This is an optimization exercise on Yosys and OpenROAD, whose aim is small area, not a production implementation. Function not checked in this run: the RTL went through the layout flow alone.

==> run.sh <==
#!/bin/bash
# synth_recipe.tcl (not shown) runs the flow's synth.tcl, then flattens the netlist and writes it again
# the make line also repeats each setting of config.mk as NAME=value (left out here)
make -C /OpenROAD-flow-scripts/flow DESIGN_CONFIG=/design/flow/config.mk WORK_HOME=/design/flow/orfs CLKGATE_MAP_FILE= SYNTH_SCRIPT=/design/flow/synth_recipe.tcl finish
==> config.mk <==
export PLATFORM = sky130hd
export DESIGN_NAME = display
export DESIGN_NICKNAME = display
export VERILOG_FILES = /design/flow/design.v
export SDC_FILE = /design/flow/constraint.sdc
export NUM_CORES = 4
export LEC_CHECK = 0
export CAP_MARGIN = 20
export CORE_MARGIN = 2
export CORE_UTILIZATION = 40
export PLACE_DENSITY = 0.6
export SLEW_MARGIN = 20
==> constraint.sdc <==
create_clock -name core_clock -period 40.0 [get_ports {pclk}]
set_input_delay 8.0000 -clock core_clock [delete_from_list [all_inputs] [get_ports {pclk}]]
set_output_delay 8.0000 -clock core_clock [all_outputs]
set_load 0.01 [all_outputs]
==> design.v <==
`timescale 1ns / 1ps
module ChangeHtoD(bdata, odata); 
    input [31:0]bdata;
    output [15:0]odata;
    reg [63:0] idata;
    integer i; 
    always @(*)
    begin
        idata = bdata;      
        for(i = 0; i < 32; i = i + 1)
        begin         
            if(idata[35:32] > 4'h4)
                idata[35:32] = idata[35:32] + 4'h3;
            if(idata[39:36] > 4'h4)
                idata[39:36] = idata[39:36] + 4'h3;
            if(idata[43:40] > 4'h4)
                idata[43:40] = idata[43:40] + 4'h3;
            if(idata[47:44] > 4'h4)
                idata[47:44] = idata[47:44] + 4'h3;   
            if(idata[51:48] > 4'h4)
                idata[51:48] = idata[51:48] + 4'h3; 
            if(idata[55:52] > 4'h4)
                    idata[55:52] = idata[55:52] + 4'h3; 
            if(idata[59:56] > 4'h4)
                    idata[59:56] = idata[59:56] + 4'h3; 
            if(idata[63:60] > 4'h4)
                    idata[63:60] = idata[63:60] + 4'h3; 
            idata = idata << 1;      
        end             
    end 
        assign odata = idata[47:32];
endmodule
`timescale 1ns / 1ps
module digit_pro(
    input [15:0]d,
    output reg [3:1]en
    );
    always @(*)begin
        if(d[15:12] == 4'b0)begin
            if(d[11:8] == 4'b0)begin
                if(d[7:4] == 4'b0) begin
                    en = 3'b000;
                end
                else en = 3'b001;
            end
            else en = 3'b011;
        end
        else en = 3'b111;
    end
endmodule
`timescale 1ns / 1ps
module Decoder_8(
    input [2:0] din,
    input [7:0]en,
    output reg [7:0] dout
    );
    always @(*)begin
        case(din)
        3'b000: dout = 8'b11111110;
        3'b001: if(en[1]) dout = 8'b11111101; else dout = 8'b11111111;
        3'b010: if(en[2]) dout = 8'b11111011; else dout = 8'b11111111;
        3'b011: if(en[3]) dout = 8'b11110111; else dout = 8'b11111111;
        3'b100: dout = 8'b11101111; 
        3'b101: if(en[5]) dout = 8'b11011111; else dout = 8'b11111111;
        3'b110: if(en[6]) dout = 8'b10111111; else dout = 8'b11111111;
        3'b111: if(en[7]) dout = 8'b01111111; else dout = 8'b11111111;
        endcase    
    end
endmodule
`timescale 1ns / 1ps
module Mux32_4(
    input [31:0] din,
    input [2:0] sel,
    output reg [3:0] dout
    );
    always @(*) begin
        case(sel)
        3'b000: dout = din[3:0];
        3'b001: dout = din[7:4];
        3'b010: dout = din[11:8];
        3'b011: dout = din[15:12];
        3'b100: dout = din[19:16];
        3'b101: dout = din[23:20];
        3'b110: dout = din[27:24];
        3'b111: dout = din[31:28];
        endcase
    end
endmodule
`timescale 1ns / 1ps
module Digit_Decoder(
    input  [3:0]din,
    output reg [6:0]dout
    );
    always@(*) begin
        case(din)
            4'b0000: begin dout = 7'b0000001;end 
            4'b0001: begin dout = 7'b1001111;end 
            4'b0010: begin dout = 7'b0010010;end 
            4'b0011: begin dout = 7'b0000110;end 
            4'b0100: begin dout = 7'b1001100;end 
            4'b0101: begin dout = 7'b0100100;end 
            4'b0110: begin dout = 7'b0100000;end 
            4'b0111: begin dout = 7'b0001111;end 
            4'b1000: begin dout = 7'b0000000;end 
            4'b1001: begin dout = 7'b0000100;end 
            4'b1010: begin dout = 7'b0001000;end 
            4'b1011: begin dout = 7'b1100000;end 
            4'b1100: begin dout = 7'b0110001;end 
            4'b1101: begin dout = 7'b1000010;end 
            4'b1110: begin dout = 7'b0110000;end 
            4'b1111: begin dout = 7'b0111000;end 
        endcase
    end
endmodule
`timescale 1ns / 1ps
module DIS(    
    input clk,
    input rst,
    input [63:0] din_h,
    output [7:0]an,
    output [6:0]c
    );
    reg clkd;
    reg [2:0]sel;
    wire [3:0]digit;
    wire [31:0]d;
    wire [7:0]en;
    parameter N = 1000;
    reg [30:0] cnt;
    always @(posedge clk)begin
        if(rst) begin
            cnt <= 0;
            clkd <= 0;
        end
        else begin
        if(cnt == (N - 1)) cnt <= 0;
        else cnt <= cnt + 1;
        clkd <= (cnt == (N - 1));
        end
    end
    always @(posedge clk)begin
        if(rst) sel <= 0;
        else if(clkd) sel <= sel + 1;
    end
    ChangeHtoD changera(din_h[63:32], d[31:16]);
    ChangeHtoD changerb(din_h[31:0], d[15:0]);
    digit_pro ctrla(d[31:16], en[7:5]);
    digit_pro ctrlb(d[15:0], en[3:1]);
    Decoder_8 ans(sel, en, an);
    Mux32_4 mux(d, sel, digit);
    Digit_Decoder out(digit, c);
endmodule
`timescale 1ns / 1ps
module VSD( 
    input pclk,
    input rst,
    input [11:0] pdata,
    output reg [10:0] hcount,
    output reg [9:0] vcount,
    output reg [11:0] vrgb,
    output reg hs, vs
);
    reg hen, ven;
    reg temp;
    reg [11:0] trgb;
    always @( posedge pclk ) begin
        if ( rst ) begin
            hcount <= 0;
            vcount <= 0;
        end
        else if ( hcount == 1039 ) begin
            hcount <= 0;
            if ( vcount == 665 ) vcount <= 0;
            else vcount <= vcount + 1;
        end
        else hcount <= hcount + 1;
    end
    always @( posedge pclk ) begin
        if ( rst ) hen <= 0;
        else begin
        if ( hcount == 0 ) hen <= 1;
        if ( hcount == 800 ) hen <= 0;
        end
    end
    always @( posedge pclk ) begin
        if ( rst ) ven <= 0;
        else begin
        if ( vcount == 0 ) ven <= 1;
        if ( vcount == 600 ) ven <= 0;
        end
    end
    always @( posedge pclk ) begin
        if ( rst ) hs <= 0;
        else begin
        if ( hcount == 856 ) hs <= 1;
        if ( hcount == 976 ) hs <= 0;
        end
    end
    always @( posedge pclk ) begin
        if ( rst ) vs <= 0;
        else begin
        if ( vcount == 637 ) vs <= 1;
        if ( vcount == 643 ) vs <= 0;
        end
    end
    always @(*) begin
        trgb = ( hen & ven ) ? pdata : 0; 
    end
    always @( posedge pclk ) begin
        if ( rst ) vrgb <= 0;
        else vrgb <= trgb;
    end
endmodule
`timescale 1ns / 1ps
module Info#(
    parameter HEADAX = 14,
    parameter HEADAY = 30,
    parameter BODYAX = 14,
    parameter BODYAY = 33,
    parameter HEADBX = 35,
    parameter HEADBY = 30,
    parameter BODYBX = 35,
    parameter BODYBY = 33,
    parameter HEADWID = 4,
    parameter HEADHEIGHT = 4,
    parameter BODYWID = 4,
    parameter BODYHEIGHT = 24,
    parameter POINTERX = 3,
    parameter POINTER1Y = 10,
    parameter POINTER2Y = 63,
    parameter POINTER3Y = 122,
    parameter POINTER4Y = 139,
    parameter WINNERAX = 6,
    parameter WINNERBX = 27,
    parameter WINNERY = 24,
    parameter FOODX = 9,
    parameter FOODY = 73,
    parameter TIMEX = 6,
    parameter TIMEY = 110
)(
    input [7:0] x,
    input [7:0] y,
    input [11:0] head_A, body_A,
    input [11:0] head_B, body_B,
    input [11:0] rdata,
    input [5:0] foodnum,
    input [2:0] food_time_left,
    input [3:0] state,
    input [1:0] vict,
    output reg [11:0] pdata
    );
    integer i, j;
    integer k;
    always @(*) begin
        if(x > HEADAX && x < HEADAX + HEADWID && y > HEADAY && y < HEADAY + HEADHEIGHT) pdata = head_A;
        else if(x > BODYAX && x < BODYAX + BODYWID && y > BODYAY && y < BODYAY + BODYHEIGHT) pdata = body_A;
        else if(x > HEADBX && x < HEADBX + HEADWID && y > HEADBY && y < HEADBY + HEADHEIGHT) pdata = head_B;
        else if(x > BODYBX && x < BODYBX + BODYWID && y > BODYBY && y < BODYBY + BODYHEIGHT) pdata = body_B;
        else if(x == POINTERX && y > POINTER1Y - 3 && y < POINTER1Y + 3 || 
                x == POINTERX + 1 && y > POINTER1Y - 2 && y < POINTER1Y + 2 ||
                x == POINTERX + 2 && y == POINTER1Y) begin
                    if(state[0]) pdata = 12'hFFF;
                    else pdata = 0;
                end
        else if(x == POINTERX && y > POINTER2Y - 3 && y < POINTER2Y + 3 || 
                x == POINTERX + 1 && y > POINTER2Y - 2 && y < POINTER2Y + 2 ||
                x == POINTERX + 2 && y == POINTER2Y) begin
                    if(state[1]) pdata = 12'hFFF;
                    else pdata = 0;
                end
        else if(x == POINTERX && y > POINTER3Y - 3 && y < POINTER3Y + 3 || 
                x == POINTERX + 1 && y > POINTER3Y - 2 && y < POINTER3Y + 2 ||
                x == POINTERX + 2 && y == POINTER3Y) begin
                    if(state[2]) pdata = 12'hFFF;
                    else pdata = 0;
                end
        else if(x == POINTERX && y > POINTER4Y - 3 && y < POINTER4Y + 3 || 
                x == POINTERX + 1 && y > POINTER4Y - 2 && y < POINTER4Y + 2 ||
                x == POINTERX + 2 && y == POINTER4Y) begin
                    if(state[3]) pdata = 12'hFFF;
                    else pdata = 0;
                end
        else if(x == WINNERAX && y > WINNERY - 3 && y < WINNERY + 3 ||
                x == WINNERAX + 1 && y > WINNERY - 2 && y < WINNERY + 2 ||
                x == WINNERAX + 2 && y == WINNERY)begin
                    if(vict[1]) pdata = 12'h00F;
                    else pdata = 0;
                end
        else if(x == WINNERBX && y > WINNERY - 3 && y < WINNERY + 3 ||
                x == WINNERBX + 1 && y > WINNERY - 2 && y < WINNERY + 2 ||
                x == WINNERBX + 2 && y == WINNERY)begin
                    if(vict[0]) pdata = 12'h00F;
                    else pdata = 0;
                end
        else pdata = rdata;
        for(i = 0; i < 6; i = i + 1) begin
            for(j = 0; j < 6; j = j + 1)begin
                if(x >= FOODX + 6 * j && x < FOODX + 6 * j + 3 && 
                   y >= FOODY + 6 * i && y < FOODY + 6 * i + 3)begin
                    if(i * 6 + j < 36 - foodnum) begin
                        pdata = 12'h0;
                    end
                    else begin
                        if((i * 6 + j + 1) % 4 == 0) pdata = 12'h00E;
                        else pdata = 12'h48F;
                    end
                end
            end
        end
        for(k = 0; k < 42; k = k + 6)begin  
            if(x >= TIMEX + k && x < TIMEX + k + 3 && y >= TIMEY && y < TIMEY + 3)begin
                if(k < 6 * (7 - food_time_left)) pdata = 12'h0;
                else pdata = 12'h00E;
            end
        end
    end
endmodule
`timescale 1ns / 1ps
module display(
    input pclk,
    input rst,
    input [11:0] head_A, body_A, head_B, body_B,
    input game_board_data,
    input [15:0] snake_data,
    input [2:0] food_time,
    input [5:0] food_count,
    input [3:0] state,
    input [1:0] winner,
    input [31:0] len_a, len_b,
    output [12:0] raddr1, raddr2,
    output [11:0] rgb,
    output hs, vs,
    output [7:0] an,
    output [6:0] c
);
    reg [11:0] pdata;
    wire [10:0] hcount, htemp;
    wire [9:0] vcount;
    VSD VSD(
        pclk, rst,
        pdata, hcount, vcount,
        rgb, hs, vs
    );
    assign htemp = hcount - 1;
    assign raddr1 = hcount[9:2] + { vcount[9:2], 5'b00000 } + 
        { vcount[9:2], 4'b0000 } + { vcount[9:2], 1'b0 };
    assign raddr2 = hcount[9:3] - 25 + 
        { vcount[9:3], 6'b000000 } + { vcount[9:3], 3'b000 } + 
        { vcount[9:3], 1'b0 } + vcount[9:3];
    reg [11:0] rdata;
    wire [11:0] gdata;
    always @( * ) begin
        if ( game_board_data ) rdata = 12'hFFF;
        else rdata = 12'h000;
    end
    Info Info(
        htemp[9:2], vcount[9:2],
        head_A, body_A,
        head_B, body_B,
        rdata,
        food_count, food_time, state, winner,
        gdata
    );
    always @( * ) begin
        if ( htemp < 200 ) begin
            if ( gdata == rdata ) pdata = rdata;
            else pdata = gdata;
        end
        else pdata = snake_data[15:4];
    end
    DIS LEN(pclk, rst, {len_a, len_b}, an, c);
endmodule
==> flow_results.xml <==
<?xml version="1.0" encoding="UTF-8"?>
<metrics>
  <group name="synth">
    <metric name="ys_ff_latch" unit="">72</metric>
    <metric name="postSynthNetCount" unit="">7158</metric>
    <metric name="synth_seq_area_share" unit="%">3.171</metric>
    <metric name="synth_flop_cell" unit="">sky130_fd_sc_hd__dfxtp_1</metric>
    <metric name="synthDistinctLibCells" unit="">171</metric>
    <metric name="synth_edf_count" unit="">0</metric>
    <metric name="synth_top_cell_area_share" unit="%">5.277</metric>
    <metric name="yosys.area.top_type" unit="">sky130_fd_sc_hd__nand2_1</metric>
    <metric name="synth_area_per_cell" unit="sq um">6.653</metric>
    <metric name="netlist_top_cells_area" unit="">sky130_fd_sc_hd__nand2_1, sky130_fd_sc_hd__a21oi_1, sky130_fd_sc_hd__nor2_1</metric>
    <metric name="postSynthCellCount" unit="">6831</metric>
    <metric name="syn-cell-area" unit="sq um">45450</metric>
    <metric name="synthArstFlopShare" unit="%">0</metric>
    <metric name="synthesis.yosys.warnings" unit="">9</metric>
  </group>
  <group name="worst_setup_path">
    <metric name="worstReg2RegStart" unit="">VSD.hcount[3]</metric>
    <metric name="required" unit="ns">32.00</metric>
    <metric name="slowest_delay" unit="ns">0.82</metric>
    <metric name="end_kind" unit="">output pin</metric>
    <metric name="critPathLaunch" unit="">len_a[29]</metric>
    <metric name="timing.critical_path.from_type" unit="">input pin</metric>
    <metric name="worst_path_most_repeated_cell" unit="">sky130_fd_sc_hd__ha_1</metric>
    <metric name="crit_fanout" unit="">20</metric>
    <metric name="path_class" unit="">input pin to output pin</metric>
    <metric name="crit_arrival" unit="ns">28.01</metric>
    <metric name="crit_slowest_cell" unit="">sky130_fd_sc_hd__xnor2_1</metric>
  </group>
  <group name="final_layout">
    <metric name="finalNonFillerCells" unit="">8080</metric>
    <metric name="design.final.nets" unit="">6898</metric>
    <metric name="fillerInstances" unit="">11822</metric>
    <metric name="post-route-cell-area" unit="sq um">47400</metric>
    <metric name="mostFrequentLayoutCells" unit="">sky130_fd_sc_hd__nand2_1, sky130_fd_sc_hd__nor2_1, sky130_fd_sc_hd__a21oi_1, sky130_fd_sc_hd__o21ai_0, sky130_fd_sc_hd__nand3_1</metric>
    <metric name="layout_commonest_cell" unit="">sky130_fd_sc_hd__nand2_1</metric>
    <metric name="final_core_utilization" unit="%">42.08</metric>
    <metric name="layout-area-overhead-vs-synth" unit="%">4.295</metric>
    <metric name="drive_gt1_share" unit="%">7.771</metric>
  </group>
  <group name="routing">
    <metric name="drtAntennaViolNets" unit="">0</metric>
    <metric name="drt_pass1_iterations" unit="">8</metric>
    <metric name="post-route-drc-count" unit="">0</metric>
    <metric name="num_vias" unit="">54863</metric>
    <metric name="drt_first_iter_violations" unit="">6505</metric>
    <metric name="viasPerCell" unit="">6.790</metric>
    <metric name="routed_wirelength" unit="um">151500</metric>
    <metric name="wl_per_cell" unit="um">18.74</metric>
  </group>
  <group name="die">
    <metric name="placement_rows" unit="">123</metric>
    <metric name="area_of_the_die" unit="sq um">116300</metric>
    <metric name="ioPinCount" unit="">201</metric>
    <metric name="core_region" unit="sq um">112700</metric>
    <metric name="die_y" unit="um">341.1</metric>
    <metric name="initial_utilization" unit="%">40.34</metric>
    <metric name="die_w" unit="um">341.1</metric>
  </group>
  <group name="grt">
    <metric name="grtUsageTotal" unit="%">24.33</metric>
    <metric name="globalRoute.totalOverflow" unit="">0</metric>
    <metric name="grt_antenna_before_repair" unit="">10</metric>
    <metric name="grt_pass1_wl" unit="um">248900</metric>
    <metric name="number_of_global_route_vias_before_repair" unit="">48740</metric>
    <metric name="grt_start_max_net_pins" unit="">32</metric>
  </group>
  <group name="sta">
    <metric name="min_cycle_time_layout" unit="ns">36.01</metric>
    <metric name="grt_setup_unrepaired" unit="">false</metric>
    <metric name="final_min_period_over_clock_period" unit="%">90.03</metric>
    <metric name="finalSetupTns" unit="ns">0</metric>
    <metric name="hold_viol_final" unit="">0</metric>
    <metric name="finalClockSkew" unit="ns">0.02565</metric>
    <metric name="fmaxAchievable" unit="MHz">27.77</metric>
    <metric name="timing_worst_slew_pin_value" unit="ns">1.085</metric>
    <metric name="worst_slew_margin_rel" unit="%">27.17</metric>
    <metric name="report.final.setup_viol" unit="">0</metric>
    <metric name="final-max-slew-violation-count" unit="">0</metric>
  </group>
  <group name="cts">
    <metric name="numCtsBuffers" unit="">9</metric>
    <metric name="cts.sinks" unit="">72</metric>
    <metric name="cts_post_setup_buffers_inserted" unit="">0</metric>
    <metric name="cts-hold-fix-buffers" unit="">0</metric>
    <metric name="insertion_delay" unit="ns">0.38</metric>
    <metric name="clk_pin_slew" unit="ns">0.06</metric>
    <metric name="clockRootBuffer" unit="">sky130_fd_sc_hd__clkbuf_16</metric>
    <metric name="clock_tree.htree_level_count" unit="">3</metric>
    <metric name="cts_tree" unit="">yes</metric>
    <metric name="cts_max_path_buffers" unit="">2</metric>
    <metric name="cts_resized" unit="">0</metric>
  </group>
  <group name="flow_run">
    <metric name="max_cap_violations" unit="">0</metric>
  </group>
  <group name="min_path">
    <metric name="min_path_type" unit="">register to register</metric>
    <metric name="hold_start" unit="">LEN.cnt[0]</metric>
  </group>
  <group name="run_status">
    <metric name="outcome" unit="">complete, no violations</metric>
  </group>
  <group name="placed_design">
    <metric name="portBuffers" unit="">196</metric>
    <metric name="gp_congestion" unit="">0.9629</metric>
    <metric name="dp.final_hpwl" unit="um">112100</metric>
    <metric name="place_inst" unit="">8058</metric>
    <metric name="post_dp_cell_area" unit="sq um">47070</metric>
  </group>
</metrics>
[cell families (layout without fill, tap and decap cells)]
group,after synthesis,count (layout),share of synthesized area [%]
AO/OA/AOI/OAI,2614,2614,42.93
adder cells (fa/ha/maj),181,181,5.412
buffers and inverters,750,495,8.052
XOR/XNOR,207,207,4.424
other,0,4,0
flip-flops,72,72,3.171
multiplexers,173,173,4.171
AND/OR/NAND/NOR,2834,2834,31.84
[final timing paths]
check / slack (ns) / end / depth (start not counted)
hold reg to reg: 0.45 / LEN.cnt[0] / 1
setup / recovery: 3.99 / c[3] / 64
hold / removal: 0.45 / LEN.cnt[0] / 1
setup reg to reg: 29.48 / VSD.vrgb[9] / 46
[synth_stat cells (all sizes together), types with 52 or more instances]
library cell / instances
nand2: 656
nor2: 624
a21oi: 485
o21ai: 466
nand3: 347
nor3: 346
buf: 301
clkbuf: 248
inv: 180
nand4: 161
xnor2: 157
nor4: 156
ha: 155
o211ai: 142
a211oi: 134
mux2i: 117
a31oi: 115
o31ai: 81
or3: 78
o22ai: 76
and3: 74
dfxtp: 72
a2111oi: 65
a221oi: 65
and2: 63
or2: 63
o2111ai: 62
a21o: 57
nand2b: 55
o21a: 55
o221ai: 53
a32oi: 52
o311ai: 52
[area by class of cell]
cell class | count | area, sq um | share of cell area (%)
Clock inverter | 7 | 62.56 | 0.1320
Antenna cell | 4 | 10.01 | 0.02112
Inverter | 198 | 745.7 | 1.573
Multi-Input combinational cell | 6009 | 40440 | 85.31
Timing Repair Buffer | 281 | 2601 | 5.488
Tap cell | 1500 | 1877 | 3.959
Clock buffer | 9 | 225.2 | 0.4751
Sequential cell | 72 | 1441 | 3.041
[worst max-delay path, delay by kind of cell]
| kind | cells | cell delay, ns |
|---|---|---|
| xor gates and xnor gates | 4 | 1.80 |
| muxes | 1 | 0.47 |
| AOI/OAI and AO/OA | 27 | 7.85 |
| adders and majority gates | 7 | 2.15 |
| buffers and inverters | 6 | 1.67 |
| and+or+nand+nor | 19 | 6.04 |
[sequential cells by signal (all words and copies together), names as in the netlist]
register,count
LEN.cnt,31
VSD.vrgb,12
VSD.hcount,11
VSD.vcount,10
LEN.sel,3
LEN.clkd,1
VSD.hen,1
VSD.hs,1
VSD.ven,1
VSD.vs,1
[metal layers]
metal | global-route usage (%) | part of all wire (%) | up-vias
li1 | - | - | 26393
met1 | 33.47 | 45 | 25936
met2 | 40.53 | 46 | 2298
met3 | 2.473 | 6.7 | 224
met4 | 5.865 | 1.9 | 12
met5 | 0 | 0.053 | -
[through the flow]
stage	hold slack (ns)	worst slack [ns]
3_3_place_gp	0.4295	4.423
6_report	0.4457	3.989
5_1_grt	0.4889	2.165
4_1_cts	0.4484	4.126
2_1_floorplan	0.4175	9.004
3_5_place_dp	0.4393	4.146

[afterwards: timing with drivers on the ports]
The results above use ideal ports. As a check the final layout listed here was re-extracted and re-timed, cells and wires unchanged.
Step 1, drivers: a clkbuf_16 drives pclk and a buf_2 each remaining input, both assumed.
Step 2 also shifts input and output timing later by t, the mid clock arrival at the registers, as if the neighbouring blocks saw the same clock.
Slacks: ideal / step 1 / step 2; pairs: ideal / step 1.
t, ns: 0.423
slack for setup (ns): 3.989 / 3.967 / 3.967
worst setup path at the end: input to output
worst register clock-pin slew, ns: 0.08 / 0.08
worst data-port slew with drivers (ns): 0.10
After both steps this run still meets setup and hold. The setup slack of this run moves by -0.022 ns with the drivers and by -0.022 ns with both steps.
